From an optimization exercise on the open Yosys and OpenROAD flow, aimed at small area, a short achievable clock period and few clock cycles; shortcuts taken in it are not production practice. Only simulation tests tie the RTL to the original design; equivalence was not proved.

**design.v**
```verilog
module vec_mul_pipe_core_32 (
	input logic clock,
	input logic resetn, 
	input logic start, 					 
	input logic [31:0] length,			 
	input logic [31:0] vecA_baseAddr,	 
	input logic [31:0] vecB_baseAddr, 	 
	output logic busy, 					 
	output logic [63:0] result, 		 
	output logic [31:0] avm_address, 	 
	output logic  avm_read, 				 
	input logic [31:0] avm_readdata,		 
	input logic avm_readdatavalid, 		 
	input logic avm_waitrequest, 		 
	output logic [3:0] avm_bytenable, 	 
	output logic [7:0] avm_burstcount	 
);
	localparam FIFO_DEPTH = 64; 
	logic [31:0] FIFO_A [0:FIFO_DEPTH-1]; 						 
	logic [31:0] FIFO_B [0:FIFO_DEPTH-1]; 						 
	logic [$clog2(FIFO_DEPTH):0] FIFO_A_count, FIFO_B_count;	 
	logic [$clog2(FIFO_DEPTH)-1:0] write_A_ptr, write_B_ptr, read_A_ptr, read_B_ptr;	 
	typedef enum logic [1:0] {IDLE, RUN, DONE} state_t; 
	state_t state; 
	logic [31:0] read_req_index; 		 
	logic [31:0] calculation_index; 	 
	logic [31:0] vec_length; 			 
	logic [63:0] accum; 				 
	logic readReq_b; 					 
	logic dataRecv_b; 					 
	logic signed [63:0] product; 		 
	assign product = $signed(FIFO_A[read_A_ptr]) * $signed(FIFO_B[read_B_ptr]); 
	assign busy = (state != IDLE); 		 
	assign result = accum; 				 
	assign avm_burstcount = 8'b1; 		 
	assign avm_bytenable = 4'b1111; 		 
	always_comb begin 
		avm_address = 0; 
		avm_read = 0; 
		if (state == RUN && read_req_index < vec_length) begin 
			if(FIFO_A_count < (FIFO_DEPTH-2) && FIFO_B_count < (FIFO_DEPTH-2)) begin 
				avm_read = 1'b1; 	 
				if(!readReq_b)
					avm_address = vecA_baseAddr + (read_req_index << 2);  
				else 
					avm_address = vecB_baseAddr + (read_req_index << 2);  
			end
		end
	end 
	always_ff @(posedge clock or negedge resetn) begin 
		if(!resetn) begin 
			state <= IDLE; 
			read_req_index <= 0; 
			calculation_index <= 0; 
			vec_length <= 0; 
			accum <= 0; 
			readReq_b <= 0; 
			dataRecv_b <= 0; 
			write_A_ptr <=0; 
			write_B_ptr <= 0; 
			read_A_ptr <= 0; 
			read_B_ptr <= 0; 
			FIFO_A_count <= 0; 
			FIFO_B_count <= 0; 
		end 
		else begin 
			case(state) 
				IDLE: begin 
					if (start) begin 
						state <= RUN;			 
						vec_length <= length; 	 
						read_req_index <= 0; 
						calculation_index <= 0; 
						accum <= 0;
						readReq_b <= 0; 
						dataRecv_b <= 0; 
						write_A_ptr <=0; 
						write_B_ptr <= 0; 
						read_A_ptr <= 0; 
						read_B_ptr <= 0; 
						FIFO_A_count <= 0; 
						FIFO_B_count <= 0; 
					end 
				end
				RUN: begin 
					if (avm_read && !avm_waitrequest) begin 
						if (readReq_b) begin 
							read_req_index <= read_req_index + 1;
						end 
						readReq_b <= ~readReq_b; 
					end 
					if (calculation_index == vec_length) begin
						state <= DONE; 
					end 
				end 
				DONE: begin 
					state <= IDLE; 	 
				end 
			endcase 
			if (avm_readdatavalid) begin 
				if(!dataRecv_b) begin 
					FIFO_A[write_A_ptr] <= avm_readdata;		 
					write_A_ptr <= write_A_ptr + 1; 			 
					FIFO_A_count <= FIFO_A_count + 1; 			 
				end
				else begin 
					FIFO_B[write_B_ptr] <= avm_readdata;		 
					write_B_ptr <= write_B_ptr + 1; 			 
					FIFO_B_count <= FIFO_B_count + 1; 			 
				end 
				dataRecv_b <= ~dataRecv_b;
			end 
			if (state == RUN && (FIFO_A_count > 0) && (FIFO_B_count > 0)) begin 
				accum <= accum + product; 
				read_A_ptr <= read_A_ptr+1; 
				read_B_ptr <= read_B_ptr+1; 
				calculation_index <= calculation_index+1; 
				if(avm_readdatavalid && !dataRecv_b) begin 
					FIFO_A_count <= FIFO_A_count; 	 
				end 
				else begin 
					FIFO_A_count <= FIFO_A_count-1;  
				end 
				if (avm_readdatavalid && dataRecv_b) begin 
					FIFO_B_count <= FIFO_B_count;  
				end 
				else begin 
					FIFO_B_count <= FIFO_B_count-1;  
				end 
			end 
		end
	end 
endmodule 
module vec_mul_avalon_interface_32(
	input logic clock, 
	input logic resetn, 
	input logic read, 				 
	input logic write, 				 
	input logic chipselect, 		 
	input logic [2:0] address, 		 
	input logic [31:0] writedata, 	 
	output logic [31:0] readdata, 	 
	output logic [31:0] avm_address, 		 
	output logic avm_read, 					 
	input logic [31:0] avm_readdata, 		 
	input logic avm_readdatavalid, 			 
	input logic avm_waitrequest, 			 
	output logic [3:0] avm_bytenable, 		 
	output logic [7:0] avm_burstcount		 
); 
	logic [31:0] vec_length; 		 
	logic [31:0] vecA_baseAddr;		 
	logic [31:0] vecB_baseAddr; 	 
	logic [31:0] RES_LO; 			 
	logic [31:0] RES_HI;			 
	logic dot_start; 
	logic dot_busy; 
	logic dot_busy_prev; 
	logic [63:0] dot_result;
	assign dot_start = chipselect & write & (address == 3'd0);  
	vec_mul_pipe_core_32 coreComp (
		.clock(clock),
		.resetn(resetn), 
		.start(dot_start), 					 
		.length(vec_length),			 
		.vecA_baseAddr(vecA_baseAddr),	 
		.vecB_baseAddr(vecB_baseAddr), 	 
		.busy(dot_busy), 					 
		.result(dot_result), 		 
		.avm_address(avm_address), 	 
		.avm_read(avm_read), 				 
		.avm_readdata(avm_readdata),		 
		.avm_readdatavalid(avm_readdatavalid), 		 
		.avm_waitrequest(avm_waitrequest), 		 
		.avm_bytenable(avm_bytenable), 	 
		.avm_burstcount(avm_burstcount)	 
	);
	always_ff @(posedge clock or negedge resetn) begin 
		if(!resetn) begin 
			vec_length <= 32'b0; 
			vecA_baseAddr <= 32'b0; 
			vecB_baseAddr <= 32'b0;
			RES_LO <= 32'b0; 
			RES_HI <= 32'b0; 
			dot_busy_prev <= 1'b0; 
		end 
		else begin 
			if (chipselect & write) begin 
				case(address) 
					3'd1:  vec_length <= writedata; 		 
					3'd2:  vecA_baseAddr <= writedata;  	 
					3'd3:  vecB_baseAddr <= writedata; 		 
					default: ; 
				endcase 
			end 
			dot_busy_prev <= dot_busy; 
			if(dot_busy_prev && !dot_busy) begin 
				RES_LO <= dot_result[31:0]; 
				RES_HI <= dot_result[63:32]; 
			end 
		end
	end
	always_comb begin 
		readdata = 32'b0; 
		if(chipselect & read) begin 
			case(address) 
				3'd0: readdata = {31'b0, dot_busy};  
				3'd1: readdata = vec_length; 		 
				3'd2: readdata = vecA_baseAddr; 	 
				3'd3: readdata = vecB_baseAddr;		 
				3'd4: readdata = RES_LO; 			 
				3'd5: readdata = RES_HI; 			 
				default: readdata = 32'b0; 
			endcase
		end 
	end 
endmodule 
```
**run.sh**
```bash
#!/bin/bash
# synth_recipe.tcl (not shown) runs the flow's synth.tcl, then flattens the netlist and writes it again
# the make line also repeats each setting of config.mk as NAME=value (left out here)
make -C /OpenROAD-flow-scripts/flow DESIGN_CONFIG=/design/flow/config.mk WORK_HOME=/design/flow/orfs CLKGATE_MAP_FILE= SYNTH_SCRIPT=/design/flow/synth_recipe.tcl finish
```
**config.mk**
```make
export PLATFORM = sky130hd
export DESIGN_NAME = vec_mul_avalon_interface_32
export DESIGN_NICKNAME = vec_mul_avalon_interface_32
export VERILOG_FILES = /design/flow/design.v
export SDC_FILE = /design/flow/constraint.sdc
export NUM_CORES = 4
export LEC_CHECK = 0
export CAP_MARGIN = 20
export CORE_MARGIN = 2
export CORE_UTILIZATION = 20
export PLACE_DENSITY = 0.35
export SLEW_MARGIN = 20
```
**constraint.sdc**
```tcl
create_clock -name core_clock -period 13.0 [get_ports {clock}]
set_input_delay 2.6000 -clock core_clock [delete_from_list [all_inputs] [get_ports {clock}]]
set_output_delay 2.6000 -clock core_clock [all_outputs]
set_load 0.01 [all_outputs]
```
==> impl_metrics.json <==
{
  "status": "no timing/DRC/antenna violations",
  "critPathMaxStageDelay_ns": 0.81,
  "final_layout_size_suffix_gt1_share_pct": 14.2,
  "max_cap_viol_count": 0,
  "synth-edff-count": 4096,
  "fin_hold_ws_ns": 0.499,
  "cts_htree_levels": 5,
  "insertion_delay_ns": 1.14,
  "hold_buffers": 0,
  "synth_cell_types": 77,
  "tns_ns": 0,
  "cp_common_cell": "fa_1",
  "clkTransAtPathRegs_ns": 0.06,
  "period_share_pct": 97.0,
  "required_ns": 13.90,
  "ys_seq_elements": 4459,
  "core_area_um2": 1030000,
  "worstPathMaxFanout": 17,
  "fmax_ghz": 0.0793,
  "cts-root-buf": "clkbuf_16",
  "slew_violations": 0,
  "pin_count": 151,
  "startpoint_type": "flip-flop",
  "synth_area_um2": 207000,
  "place_congestion": 0.818,
  "antenna_found_initial": 114,
  "path_class": "flip-flop to flip-flop",
  "ys_seq_area_share_pct": 63.8,
  "rows": 373,
  "cts_num_sinks": 4459,
  "grt_use_total_pct": 19.4,
  "utilization_pct": 24.0,
  "grt_pass1_wl_mm": 1360,
  "cts_tree": "done",
  "ys_async_sr_fraction_pct": 8.14,
  "ys.flop_type": "edfxtp_1",
  "dp_slack_ns": 0.554,
  "vias": 136000,
  "synth_area_leaders": "edfxtp_1 59%, fa_1 12%, dfrtp_1 4.4%",
  "fin_crit_ns": 12.61,
  "drc": 0,
  "ant_nets": 0,
  "die_area_um2": 1040000,
  "finalWirelength_mm": 1050,
  "tightest_slew_ns": 1.29,
  "synth_top_area_share_pct": 59.4,
  "numCtsBuffers": 499,
  "area_growth_pct": 19.6,
  "drtPass1Iterations": 7,
  "ys_warn_count": 4,
  "die_w_mm": 1.02,
  "portBuffers": 138,
  "vias_per_cell": 4.74,
  "grt_max_degree": 106,
  "grt_pass1_vias": 134000,
  "rsz0062_at_grt": "no",
  "avgSynthCellArea_um2": 14.8,
  "setup_violations": 0,
  "wl_per_cell_um": 36.4,
  "start_util_pct": 20.1,
  "die_y_mm": 1.02,
  "drt_iter0_markers": 18000,
  "skew_ns": 0.173,
  "cp_slowest_cell": "nor3_1",
  "fin_ws_ns": 0.395,
  "min_path_type": "flip-flop to flip-flop",
  "fin_nets": 16200,
  "cp-end-kind": "flip-flop",
  "grt_overflow_total": 0,
  "hpwl_mm": 675,
  "hold_viol": 0,
  "relSlewSlack_pct": 13.0,
  "synth_top_cell_by_area": "edfxtp_1",
  "synthCells": 13900,
  "arrival_ns": 13.51,
  "clockBufferDepth": 5
}
-- state kept, by name, indices dropped and copies added (netlist names) --
signal	flops
coreComp.FIFO_B_count	7
vec_length	32
coreComp.write_A_ptr	6
coreComp.vec_length	32
vecA_baseAddr	32
dot_busy_prev	1
coreComp.read_B_ptr	6
RES_LO	32
coreComp.write_B_ptr	6
coreComp.readReq_b	1
vecB_baseAddr	32
coreComp.accum	64
coreComp.FIFO_B	2048
RES_HI	32
coreComp.FIFO_A_count	7
coreComp.state	2
coreComp.read_req_index	32
coreComp.dataRecv_b	1
coreComp.calculation_index	32
coreComp.read_A_ptr	6
coreComp.FIFO_A	2048
-- logic make-up after synthesis --
logic type / Yosys count / share of synthesized area, %
other: 2 / 0.00363
buffers and inverters: 2175 / 4.04
muxes: 274 / 1.43
xor gates and xnor gates: 165 / 0.698
and+or+nand+nor: 2713 / 6.55
DFF: 4459 / 63.8
AOI/OAI and AO/OA: 2640 / 9.90
adders and majority gates: 1516 / 13.6
-- path summary, 6_finish.rpt --
| path | start | end | slack [ns] | cells after the start |
|---|---|---|---|---|
| setup / recovery | coreComp.read_A_ptr[5]$_DFFE_PN0P_ | coreComp.accum[55]$_DFFE_PN0P_ | 0.39 | 37 |
| hold / removal | coreComp.accum[25]$_DFFE_PN0P_ | coreComp.accum[25]$_DFFE_PN0P_ | 0.50 | 2 |
| setup reg to reg | coreComp.read_A_ptr[5]$_DFFE_PN0P_ | coreComp.accum[55]$_DFFE_PN0P_ | 0.39 | 37 |
| hold reg to reg | coreComp.accum[25]$_DFFE_PN0P_ | coreComp.accum[25]$_DFFE_PN0P_ | 0.50 | 2 |
| max in group asynchronous | resetn | coreComp.accum[31]$_DFFE_PN0P_ | 8.62 | 4 |
| min in group asynchronous | resetn | coreComp.read_req_index[18]$_DFFE_PN0P_ | 1.45 | 1 |
-- cells in the mapped netlist (60+ instances only) --
library cell	count
a21oi_1	158
a221oi_1	577
a222oi_1	61
a22o_1	547
a22oi_1	821
buf_1	86
buf_2	96
clkbuf_1	571
dfrtp_1	363
edfxtp_1	4096
fa_1	1212
ha_1	304
inv_1	1401
mux2_2	170
mux2i_1	104
nand2_1	312
nand3_1	269
nand4_1	319
nor2_1	897
nor3_1	121
nor4_1	60
o21ai_0	232
or2_1	424
or2_2	122
xnor2_1	102
xor2_1	63
-- cells in the final DEF, fill, tap and decap left out, types with 319 or more instances in the layout --
cell,netlist,routed
a221oi_1,577,576
a22oi_1,821,821
fa_1,1212,1212
buf_4,19,757
inv_1,1401,1400
clkbuf_16,0,500
nand4_1,319,319
dfrtp_1,363,363
a22o_1,547,547
or2_1,424,424
nor2_1,897,636
edfxtp_1,4096,4096
-- worst max-delay path, delay by kind of cell, from the launching register on --
| family | cells | cell delay, ns |
|---|---|---|
| muxes | 1 | 0.65 |
| adders and majority gates | 9 | 4.56 |
| and+or+nand+nor | 6 | 2.24 |
| AOI/OAI and AO/OA | 10 | 2.24 |
| DFF | 1 | 0.68 |
| buffers and inverters | 10 | 1.82 |
| xor gates and xnor gates | 1 | 0.15 |
-- metal layers --
metal	vias up	wire length (µm)	GRT usage (%)
li1	53300	-	-
met2	6365	486000	31.6
met1	75400	457000	27.0
met3	1219	71300	2.66
met5	-	103	0
met4	16	31700	5.23
-- per-stage QoR --
stage | cells | area (µm²)
5_1_grt | 28700 | 247000
4_1_cts | 28700 | 247000
3_5_place_dp | 27800 | 232000
2_1_floorplan | 14000 | 207000
6_report | 28700 | 248000
3_3_place_gp | 27800 | 232000
-- final cells by class --
type | instances | area (µm²)
fillers | 107000 | 784000
well taps | 13700 | 17100
repair buffers | 955 | 8600
flip-flops and latches | 4459 | 132000
clock inverters | 245 | 1910
inverters | 1402 | 5260
clock buffers | 637 | 13100
multi-input cells | 7320 | 69400
diodes | 33 | 82.6
-- repair_timing --
action                     in CTS  in global routing
setup endpoints to repair       0                  2
setup buffers                   0                  2
resized for setup               0                  1
Testbench counts, summed over its fixed seeds: cycles 50,380.

==> static timing again, ports no longer ideal <==
Ports are ideal in the flow. The routed layout listed here was re-timed in OpenROAD. Step 1, drivers: a clkbuf_16 drives clock and a buf_2 each remaining input, both assumed. Step 2 moves the port delays by t, midway between the first and last clock arrival at a register: inputs arrive t later, outputs are due t later. That takes back most of the time a late clock gives input paths. Three values: ideal, step 1, step 2; two values: the first two.
shift t [ns]: 1.216
setup WS [ns]: 0.395 / 0.395 / 0.395
clock arrival spread, ns: 0.173 / 0.173
worst data-port slew with drivers (ns): 0.27
pins driven straight from the clock port: 1
After both steps setup and hold are still met in this run. For this run, drivers alone change the setup slack by 0.000 ns; drivers and shift together by 0.000 ns.
